This is an optimization exercise on Yosys and OpenROAD, whose aim is small area and a short achievable clock period, not a production implementation. Function was checked by simulation only, so behaviour that the tests miss may differ from the original. No activity file was given, so power comes from the tool's default toggle rates.

Design Convolution_with_pipeline, start of the top module:
module Convolution_with_pipeline(clk, rst_n, in_valid, weight_valid, In_IFM_1, In_IFM_2, In_IFM_3, In_IFM_4, In_IFM_5, In_IFM_6, In_IFM_7, In_IFM_8, In_IFM_9, In_Weight_1, In_Weight_2, In_Weight_3, In_Weight_4, In_Weight_5, In_Weight_6, In_Weight_7, In_Weight_8, In_Weight_9, out_valid, Out_OFM);
input clk, rst_n, in_valid, weight_valid;
input [7:0] In_IFM_1;
input [7:0] In_IFM_2;
input [7:0] In_IFM_3;
input [7:0] In_IFM_4;
input [7:0] In_IFM_5;
input [7:0] In_IFM_6;
input [7:0] In_IFM_7;
input [7:0] In_IFM_8;
input [7:0] In_IFM_9;
input [7:0] In_Weight_1;
input [7:0] In_Weight_2;
input [7:0] In_Weight_3;
input [7:0] In_Weight_4;
input [7:0] In_Weight_5;
input [7:0] In_Weight_6;
input [7:0] In_Weight_7;
input [7:0] In_Weight_8;
input [7:0] In_Weight_9;
output out_valid;
output [20:0] Out_OFM;
reg v1, v2, v3;
always @(posedge clk or negedge rst_n)
  if (!rst_n) begin v1 <= 1'b0; v2 <= 1'b0; v3 <= 1'b0; end
  else begin v1 <= in_valid; v2 <= v1; v3 <= v2; end
assign out_valid = v3;
wire s1, c2;
wire s3, c4;
wire s5, c6;
wire s7, c8;
wire s9, c10;
wire s11, c12;
wire s13, c14;
wire s15, c16;
wire s17, c18;
wire s19, c20;
wire s21, c22;
wire s23, c24;
wire s25, c26;
wire s27, c28;
wire s29, c30;
wire s31, c32;
wire s33, c34;
wire s35, c36;
wire s37, c38;
wire s39, c40;
wire s41, c42;
wire s43, c44;
wire s45, c46;
wire s47, c48;
wire s49, c50;
wire s51, c52;
wire s53, c54;
wire s55, c56;
wire s57, c58;
wire s59, c60;
wire s61, c62;
wire s63, c64;
wire s65, c66;
wire s67, c68;
wire s69, c70;
wire s71, c72;
wire s73, c74;
wire s75, c76;
wire s77, c78;
wire s79, c80;
wire s81, c82;
wire s83, c84;
wire s85, c86;
wire s87, c88;
wire s89, c90;
wire s91, c92;
wire s93, c94;
wire s95, c96;
wire s97, c98;
wire s99, c100;
wire s101, c102;
wire s103, c104;
wire s105, c106;
wire s107, c108;
wire s109, c110;
wire s111, c112;
wire s113, c114;
wire s115, c116;
wire s117, c118;
wire s119, c120;
  ...
Size in the first run: about 1700 cells after synthesis, about 310 flip-flops, about 170 I/O pins, about 21000 um2 of cells after synthesis.
clock: 5.0 ns
lec_check: 0
cap_margin: 20
core_margin: 2
core_utilization: 60
place_density: 0.75
setup_slack_margin: 2.1
slew_margin: 20
synth_hierarchical: 1
tns_end_percent: 20
standard.sh (not shown) runs the stock make flow with config.mk's settings and CLKGATE_MAP_FILE= SYNTH_SCRIPT=/design/flow/synth_recipe.tcl, a recipe that flattens the netlist after the stock synthesis.
==> flow/flow/run.sh <==
#!/bin/bash
# The standard layout, with plain buffers on the ports instead of the
# delay cells buffer_ports picks by default. Each tool's log stays in orfs/logs;
# make's own output goes to standard.log.
set -euo pipefail
export BUFFER_PORTS_ARGS="-buffer_cell sky130_fd_sc_hd__buf_2"
export CTS_ARGS="-sink_clustering_enable -repair_clock_nets -dont_use_dummy_load -sink_clustering_size 12 -sink_clustering_max_diameter 60 -buf_list sky130_fd_sc_hd__clkbuf_8"
bash standard.sh > standard.log 2>&1
The baseline finished clean.
Rerun with:
==> flow/flow/run.sh (replaced) <==
#!/bin/bash
# The standard layout, with plain buffers on the ports instead of the
# delay cells buffer_ports picks by default. Each tool's log stays in orfs/logs;
# make's own output goes to standard.log.
set -euo pipefail
export BUFFER_PORTS_ARGS="-buffer_cell sky130_fd_sc_hd__buf_2"
export CTS_ARGS="-sink_clustering_enable -repair_clock_nets -dont_use_dummy_load -sink_clustering_size 20 -sink_clustering_max_diameter 100"
bash standard.sh > standard.log 2>&1
- GPL_ROUTABILITY_DRIVEN: unset -> 0
- SETUP_SLACK_MARGIN: 2.1 -> 2.0
- TNS_END_PERCENT: 20 -> unset
Effect: The new run went through all stages and came out clean; utilization goes down by 0.29 points; via count goes down by 2.0%; cell area goes down by 0.42%; sequential cell count stays the same; worst hold slack improves by 0.039 ns; die area is unchanged; non-clock buffer count goes down by 4; worst setup slack hardly moves; global-route usage goes down by 0.18 points.
Rerun with:
==> flow/flow/run.sh (replaced) <==
#!/bin/bash
# The standard layout, with plain buffers on the ports instead of the
# delay cells buffer_ports picks by default. Each tool's log stays in orfs/logs;
# make's own output goes to standard.log.
set -euo pipefail
export BUFFER_PORTS_ARGS="-buffer_cell sky130_fd_sc_hd__buf_2"
export CTS_ARGS="-sink_clustering_enable -repair_clock_nets -dont_use_dummy_load"
bash standard.sh > standard.log 2>&1
- CORE_UTILIZATION: 60 -> 40
- GPL_ROUTABILITY_DRIVEN: 0 -> unset
- PLACE_DENSITY: 0.75 -> unset
- SETUP_SLACK_MARGIN: 2.0 -> 2.1
- total power is higher by 3.2%
- non-clock buffer count rose by 11
- flip-flop and latch count does not change
- sequential share of layout area is lower by 1.7 points
Rerun with:
--- a/flow/flow/run.sh
+++ b/flow/flow/run.sh
@@ -5,4 +5,3 @@
 set -euo pipefail
 export BUFFER_PORTS_ARGS="-buffer_cell sky130_fd_sc_hd__buf_2"
-export CTS_ARGS="-sink_clustering_enable -repair_clock_nets -dont_use_dummy_load"
 bash standard.sh > standard.log 2>&1
- ABC_CLOCK_PERIOD_IN_PS: unset -> 2000
Non-clock buffer count decreases by 4.
Maximum frequency climbs by a few percent.
Wire length increases slightly.
First-iteration DRC count grows by a few percent.
Total power grows by a few percent.
Cell count went up slightly.
Design area is higher slightly.
Core utilization rose by 0.29 points.
Die area does not change.
Worst setup slack improved by 0.13 ns.
Sequential cell count is unchanged.


Convolution_with_pipeline again, from the RTL that the note above started with.
export LEC_CHECK = 0
export CAP_MARGIN = 20
export CORE_MARGIN = 2
export CORE_UTILIZATION = 50
export PLACE_DENSITY = 0.7
export SETUP_SLACK_MARGIN = 2.1
export SLEW_MARGIN = 20
export SYNTH_HIERARCHICAL = 1
create_clock -name core_clock -period 5.0 [get_ports {clk}]
==> flow/flow/run.sh <==
#!/bin/bash
# The standard layout, with plain buffers on the ports instead of the
# delay cells buffer_ports picks by default. Each tool's log stays in orfs/logs;
# make's own output goes to standard.log.
set -euo pipefail
export BUFFER_PORTS_ARGS="-buffer_cell sky130_fd_sc_hd__buf_2"
export CTS_ARGS="-sink_clustering_enable -repair_clock_nets -dont_use_dummy_load -sink_clustering_size 20 -sink_clustering_max_diameter 100"
bash standard.sh > standard.log 2>&1
The starting point passed the timing, design-rule and antenna checks.
Change:
--- a/flow/flow/run.sh
+++ b/flow/flow/run.sh
@@ -6,3 +6,3 @@
 export BUFFER_PORTS_ARGS="-buffer_cell sky130_fd_sc_hd__buf_2"
-export CTS_ARGS="-sink_clustering_enable -repair_clock_nets -dont_use_dummy_load -sink_clustering_size 20 -sink_clustering_max_diameter 100"
+export CTS_ARGS="-sink_clustering_enable -repair_clock_nets -dont_use_dummy_load -sink_clustering_size 12 -sink_clustering_max_diameter 60 -buf_list sky130_fd_sc_hd__clkbuf_8"
 bash standard.sh > standard.log 2>&1
Settings changed: CORE_UTILIZATION 50 to 65, PLACE_DENSITY 0.7 to 0.8, SETUP_SLACK_MARGIN 2.1 to 2.0.
The new run finished with timing, DRC and antenna clean; global-route usage goes up by 7.7 points; non-clock buffer count goes down by 18; flip-flop and latch count is unchanged; synthesized cell count does not change; clock-buffer cell count goes up by 15; utilization goes up by 14 points; die area goes down by 23%; total power goes up by 0.68%.
Change:
==> flow/flow/run.sh (replaced) <==
#!/bin/bash
# The standard layout, with plain buffers on the ports instead of the
# delay cells buffer_ports picks by default. Each tool's log stays in orfs/logs;
# make's own output goes to standard.log.
set -euo pipefail
export BUFFER_PORTS_ARGS="-buffer_cell sky130_fd_sc_hd__buf_2"
export CTS_ARGS="-sink_clustering_enable -repair_clock_nets -dont_use_dummy_load -sink_clustering_size 20 -sink_clustering_max_diameter 100"
bash standard.sh > standard.log 2>&1
Settings changed: CORE_UTILIZATION 65 to 60, PLACE_DENSITY 0.8 to 0.75, SETUP_SLACK_MARGIN 2.0 to 2.2.
After rerunning: Non-clock buffer count rises by 33. Via count rises by 7.7%. Total power rises by 5.2%. Design area rises by 6.0%. Die area rises by 8.1%. Setup slack improves by 33 ps. Cell count rises by 3.1%. Register-to-register slack improves by 70 ps.
Change:
Settings changed: SETUP_SLACK_MARGIN 2.2 to 1.9.
Outcome:
- The changed run ran to the end with no violations
- clock power hardly moves
- flip-flop and latch count does not change
- cell area falls by about 6.4%


Starting RTL as in the previous note.
==> flow/config.mk <==
export PLATFORM = sky130hd
export DESIGN_NAME = Convolution_with_pipeline
export DESIGN_NICKNAME = Convolution_with_pipeline
export VERILOG_FILES = /design/flow/design.v
export SDC_FILE = /design/flow/constraint.sdc
export NUM_CORES = 4
export LEC_CHECK = 0
export CAP_MARGIN = 20
export CORE_MARGIN = 2
export CORE_UTILIZATION = 60
export PLACE_DENSITY = 0.75
export SETUP_SLACK_MARGIN = 2.0
export SLEW_MARGIN = 20
export SYNTH_HIERARCHICAL = 1
==> flow/constraint.sdc <==
create_clock -name core_clock -period 5.0 [get_ports {clk}]
set_input_delay 1.0000 -clock core_clock [delete_from_list [all_inputs] [get_ports {clk}]]
set_output_delay 1.0000 -clock core_clock [all_outputs]
set_load 0.01 [all_outputs]
==> flow/flow/run.sh <==
#!/bin/bash
# The standard layout, with plain buffers on the ports instead of the
# delay cells buffer_ports picks by default. Each tool's log stays in orfs/logs;
# make's own output goes to standard.log.
set -euo pipefail
export BUFFER_PORTS_ARGS="-buffer_cell sky130_fd_sc_hd__buf_2"
export CTS_ARGS="-sink_clustering_enable -repair_clock_nets -dont_use_dummy_load -sink_clustering_size 20 -sink_clustering_max_diameter 100"
bash standard.sh > standard.log 2>&1
Rerun with:
==> flow/run.sh (new file) <==
#!/bin/bash
# synth_recipe.tcl (not shown) runs the flow's synth.tcl, then flattens the netlist and writes it again
# the make line also repeats each setting of config.mk as NAME=value (left out here)
make -C /OpenROAD-flow-scripts/flow DESIGN_CONFIG=/design/flow/config.mk WORK_HOME=/design/flow/orfs CLKGATE_MAP_FILE= SYNTH_SCRIPT=/design/flow/synth_recipe.tcl finish
- CORE_UTILIZATION: 60 -> 40
- PLACE_DENSITY: 0.75 -> default
- SETUP_SLACK_MARGIN: 2.0 -> 2.3
removed: flow/flow/run.sh
removed: flow/standard.sh
Worst hold slack improved by 0.070 ns.
Setup slack is worse by 0.033 ns.
Via count rises by 9.8%.
Die area climbs by 49%.
Global-route usage decreases by 5.7 points.
Critical path depth goes up by 3.
Maximum frequency goes down by 1.1%.
Design area goes up by 19%.
Clock skew barely changes.
Power rises by 18%.
Sequential power is higher by about 2%.
Rerun with:
==> flow/flow/run.sh (new file) <==
#!/bin/bash
# The standard layout, with plain buffers on the ports instead of the
# delay cells buffer_ports picks by default. Each tool's log stays in orfs/logs;
# make's own output goes to standard.log.
set -euo pipefail
export BUFFER_PORTS_ARGS="-buffer_cell sky130_fd_sc_hd__buf_2"
export CTS_ARGS="-sink_clustering_enable -repair_clock_nets -dont_use_dummy_load -sink_clustering_size 30 -sink_clustering_max_diameter 150"
bash standard.sh > standard.log 2>&1
==> flow/standard.sh (new file) <==
#!/bin/bash
# synth_recipe.tcl (not shown) runs the flow's synth.tcl, then flattens the netlist and writes it again
# the make line also repeats each setting of config.mk as NAME=value (left out here)
make -C /OpenROAD-flow-scripts/flow DESIGN_CONFIG=/design/flow/config.mk WORK_HOME=/design/flow/orfs CLKGATE_MAP_FILE= SYNTH_SCRIPT=/design/flow/synth_recipe.tcl "${@:-finish}"
- SETUP_SLACK_MARGIN: 2.3 -> 2.1
removed: flow/run.sh
Routed wire length goes down by a few percent. Sequential share of layout area goes up by 2.6 points. Global-route usage goes down by 2.8 points. Hold slack gets worse by 0.092 ns. Design area goes down by roughly a tenth.
Rerun with:
==> flow/flow/run.sh (replaced) <==
#!/bin/bash
# The standard layout, with plain buffers on the ports instead of the
# delay cells buffer_ports picks by default. Each tool's log stays in orfs/logs;
# make's own output goes to standard.log.
set -euo pipefail
export BUFFER_PORTS_ARGS="-buffer_cell sky130_fd_sc_hd__buf_2"
export CTS_ARGS="-sink_clustering_enable -repair_clock_nets -dont_use_dummy_load -sink_clustering_size 12 -sink_clustering_max_diameter 60 -buf_list sky130_fd_sc_hd__clkbuf_8"
bash standard.sh > standard.log 2>&1
- CORE_UTILIZATION: 40 -> 60
- PLACE_DENSITY: default -> 0.75
- SETUP_SLACK_MARGIN: 2.1 -> 2.05
Outcome: The changed run passed the timing, design-rule and antenna checks. Maximum frequency increases by a few percent. Routed wire length shrinks by about a fifth. Final area fell by a few percent. Total power rose slightly. Critical path depth came out lower by 3. Global-route usage grows by 8.6 points. Count of clock-buffer cells in the layout increases by 21. Area after synthesis does not change. Worst hold slack degrades by 0.044 ns. Sequential share of layout area rose by 1.4 points.
Rerun with:
==> flow/flow/run.sh (replaced) <==
#!/bin/bash
# The standard layout, with plain buffers on the ports instead of the
# delay cells buffer_ports picks by default. Each tool's log stays in orfs/logs;
# make's own output goes to standard.log.
set -euo pipefail
export BUFFER_PORTS_ARGS="-buffer_cell sky130_fd_sc_hd__buf_2"
export CTS_ARGS="-sink_clustering_enable -repair_clock_nets -dont_use_dummy_load -sink_clustering_size 20 -sink_clustering_max_diameter 100"
bash standard.sh > standard.log 2>&1
- SETUP_SLACK_MARGIN: 2.05 -> 2.1
Result: The changed run ran to the end with no violations. Maximum frequency stays flat. Non-clock buffer count goes up by 21. Hold slack improves by 0.059 ns. Utilization goes up by 2.2 points.


== run A ==
Convolution_with_pipeline again, from the RTL that the note above started with.
// Convolution_with_pipeline
module Convolution_with_pipeline(clk, rst_n, in_valid, weight_valid, In_IFM_1, In_IFM_2, In_IFM_3, In_IFM_4, In_IFM_5, In_IFM_6, In_IFM_7, In_IFM_8, In_IFM_9, In_Weight_1, In_Weight_2, In_Weight_3, In_Weight_4, In_Weight_5, In_Weight_6, In_Weight_7, In_Weight_8, In_Weight_9, out_valid, Out_OFM);
clock: 5.0 ns
lec_check: 0
cap_margin: 20
core_margin: 2
core_utilization: 60
place_density: 0.75
setup_slack_margin: 2.0
slew_margin: 20
synth_hierarchical: 1
==> flow/flow/run.sh <==
#!/bin/bash
# The standard layout, with plain buffers on the ports instead of the
# delay cells buffer_ports picks by default. Each tool's log stays in orfs/logs;
# make's own output goes to standard.log.
set -euo pipefail
export BUFFER_PORTS_ARGS="-buffer_cell sky130_fd_sc_hd__buf_2"
export CTS_ARGS="-sink_clustering_enable -repair_clock_nets -dont_use_dummy_load -sink_clustering_size 12 -sink_clustering_max_diameter 60 -buf_list sky130_fd_sc_hd__clkbuf_8"
bash standard.sh > standard.log 2>&1
Input-level comparison between run B and run A:
# run A
export LEC_CHECK = 0
export CAP_MARGIN = 20
export CORE_MARGIN = 2
export CORE_UTILIZATION = 60
export PLACE_DENSITY = 0.75
export SETUP_SLACK_MARGIN = 2.0
export SLEW_MARGIN = 20
export SYNTH_HIERARCHICAL = 1
create_clock -name core_clock -period 5.0 [get_ports {clk}]
# run B
export LEC_CHECK = 0
export CAP_MARGIN = 20
export CORE_MARGIN = 2
export CORE_UTILIZATION = 60
export PLACE_DENSITY = 0.75
export SETUP_SLACK_MARGIN = 2.1
export SLEW_MARGIN = 20
export SYNTH_HIERARCHICAL = 1
create_clock -name core_clock -period 5.0 [get_ports {clk}]
==> flow/flow/run.sh <==
#!/bin/bash
# The standard layout, with plain buffers on the ports instead of the
# delay cells buffer_ports picks by default. Each tool's log stays in orfs/logs;
# make's own output goes to standard.log.
set -euo pipefail
export BUFFER_PORTS_ARGS="-buffer_cell sky130_fd_sc_hd__buf_1"
export CTS_ARGS="-sink_clustering_enable -repair_clock_nets -dont_use_dummy_load -sink_clustering_size 20 -sink_clustering_max_diameter 100"
bash standard.sh > standard.log 2>&1
Results
- On run B: sequential power is about 1% higher than what run A gave.
- Run B | stages: all done | timing, DRC, antenna: all pass
- Going from run A to run B, part of the cycle the worst path needs saw an increase, non-clock buffer share of cell area higher, number of stages on the worst setup path lower, total design power increased by 4.9% relative to the old numbers.
[inputs] run C vs run B
--- a/flow/flow/run.sh
+++ b/flow/flow/run.sh
@@ -4,5 +4,6 @@
 # make's own output goes to standard.log.
 set -euo pipefail
-export BUFFER_PORTS_ARGS="-buffer_cell sky130_fd_sc_hd__buf_1"
+export BUFFER_PORTS_ARGS="-buffer_cell sky130_fd_sc_hd__buf_2"
 export CTS_ARGS="-sink_clustering_enable -repair_clock_nets -dont_use_dummy_load -sink_clustering_size 20 -sink_clustering_max_diameter 100"
+export RECOVER_POWER=100
 bash standard.sh > standard.log 2>&1
Notes after the runs:
Run C vs. run B: post-route minimum period now sits higher; total stage count of the critical path now sits higher; share of final layout cell area taken by non-clock buffers now sits higher.
[inputs] run D vs run C
# run C
export LEC_CHECK = 0
export CAP_MARGIN = 20
export CORE_MARGIN = 2
export CORE_UTILIZATION = 60
export PLACE_DENSITY = 0.75
export SETUP_SLACK_MARGIN = 2.1
export SLEW_MARGIN = 20
export SYNTH_HIERARCHICAL = 1
create_clock -name core_clock -period 5.0 [get_ports {clk}]
# run D
export LEC_CHECK = 0
export CAP_MARGIN = 20
export CORE_MARGIN = 2
export CORE_UTILIZATION = 40
export SETUP_SLACK_MARGIN = 2.3
export SLEW_MARGIN = 20
export SYNTH_HIERARCHICAL = 1
create_clock -name core_clock -period 5.0 [get_ports {clk}]
--- a/flow/flow/run.sh
+++ b/flow/flow/run.sh
@@ -5,5 +5,3 @@
 set -euo pipefail
 export BUFFER_PORTS_ARGS="-buffer_cell sky130_fd_sc_hd__buf_2"
-export CTS_ARGS="-sink_clustering_enable -repair_clock_nets -dont_use_dummy_load -sink_clustering_size 20 -sink_clustering_max_diameter 100"
-export RECOVER_POWER=100
 bash standard.sh > standard.log 2>&1
--- outcome ---
Reported for run D and run C, count of flip-flops and latches turned out identical to the last digit.
Internal power component, run D and run C: lower on run C
Run D has completed all stages; timing, DRC and antenna checks passed.
Per the comparison of run D with run C, routability congestion estimate decreased by 0.060 relative to the old numbers; worst setup slack increased by 0.79 ns relative to the old numbers; final hold slack decreased by 0.047 ns relative to the old numbers; depth of the worst register-to-register path decreased by 3 relative to the old numbers.

port drivers added, routing unchanged:
How much do the figures lean on ideal ports? The routed layouts below were timed once more, with nothing changed but the port constraints. Step 1 assumes that a clkbuf_16 drives the clock port and a buf_2 every other input. Step 2 times the ports against the registers' clock, not the clock port: input delays grow and output delays shrink by t, the midpoint of the rising clock arrivals with the driver on. Three values: ideal, step 1, step 2; two values: the first two.
| run | shift t [ns] | setup WS [ns] | worst setup path at the end | worst register clock-pin slew, ns | cell pins on the clock port's net |
|---|---|---|---|---|---|
| the first run of note 1 | 0.613 | 1.995 / 1.890 / 1.277 | input to register | 0.08 / 0.08 | 1 |
| the second run of note 1 | 0.576 | 1.996 / 1.872 / 1.296 | input to register | 0.09 / 0.09 | 1 |
| the third run of note 1 | 0.589 | 1.938 / 1.907 / 1.319 | input to register | 0.06 / 0.06 | 1 |
| the fourth run of note 1 | 0.615 | 2.064 / 1.880 / 1.265 | input to register | 0.07 / 0.07 | 1 |
| the first run of note 2 | 0.578 | 2.023 / 1.789 / 1.212 | input to register | 0.09 / 0.09 | 1 |
| the second run of note 2 | 0.587 | 1.982 / 1.921 / 1.335 | input to register | 0.09 / 0.09 | 1 |
| the third run of note 2 | 0.576 | 2.015 / 1.666 / 1.090 | input to register | 0.09 / 0.09 | 1 |
| the fourth run of note 2 | 0.571 | 1.862 / 1.762 / 1.191 | input to register | 0.09 / 0.09 | 1 |
| the first run of note 3 | 0.579 | 2.022 / 1.906 / 1.328 | input to register | 0.10 / 0.10 | 1 |
| the second run of note 3 | 0.627 | 1.988 / 1.700 / 1.073 | input to register | 0.06 / 0.06 | 1 |
| the third run of note 3 | 0.578 | 1.972 / 1.782 / 1.204 | input to register | 0.12 / 0.12 | 1 |
| the fourth run of note 3 | 0.619 | 2.066 / 1.942 / 1.323 | input to register | 0.09 / 0.09 | 1 |
| the fifth run of note 3 | 0.574 | 2.057 / 1.743 / 1.169 | input to register | 0.09 / 0.09 | 1 |
| run A | 0.637 | 2.044 / 1.939 / 1.302 | input to register | 0.09 / 0.09 | 1 |
| run B | 0.577 | 1.910 / 1.653 / 1.076 | input to register | 0.10 / 0.10 | 1 |
| run C | 0.574 | 1.251 / 0.928 / 0.354 | input to register | 0.09 / 0.09 | 1 |
| run D | 0.623 | 2.038 / 1.684 / 1.061 | input to register | 0.07 / 0.07 | 1 |
After both steps setup and hold are still met in every run listed. For run D, which loses most, drivers alone change the setup slack by -0.354 ns; drivers and shift together by -0.977 ns.
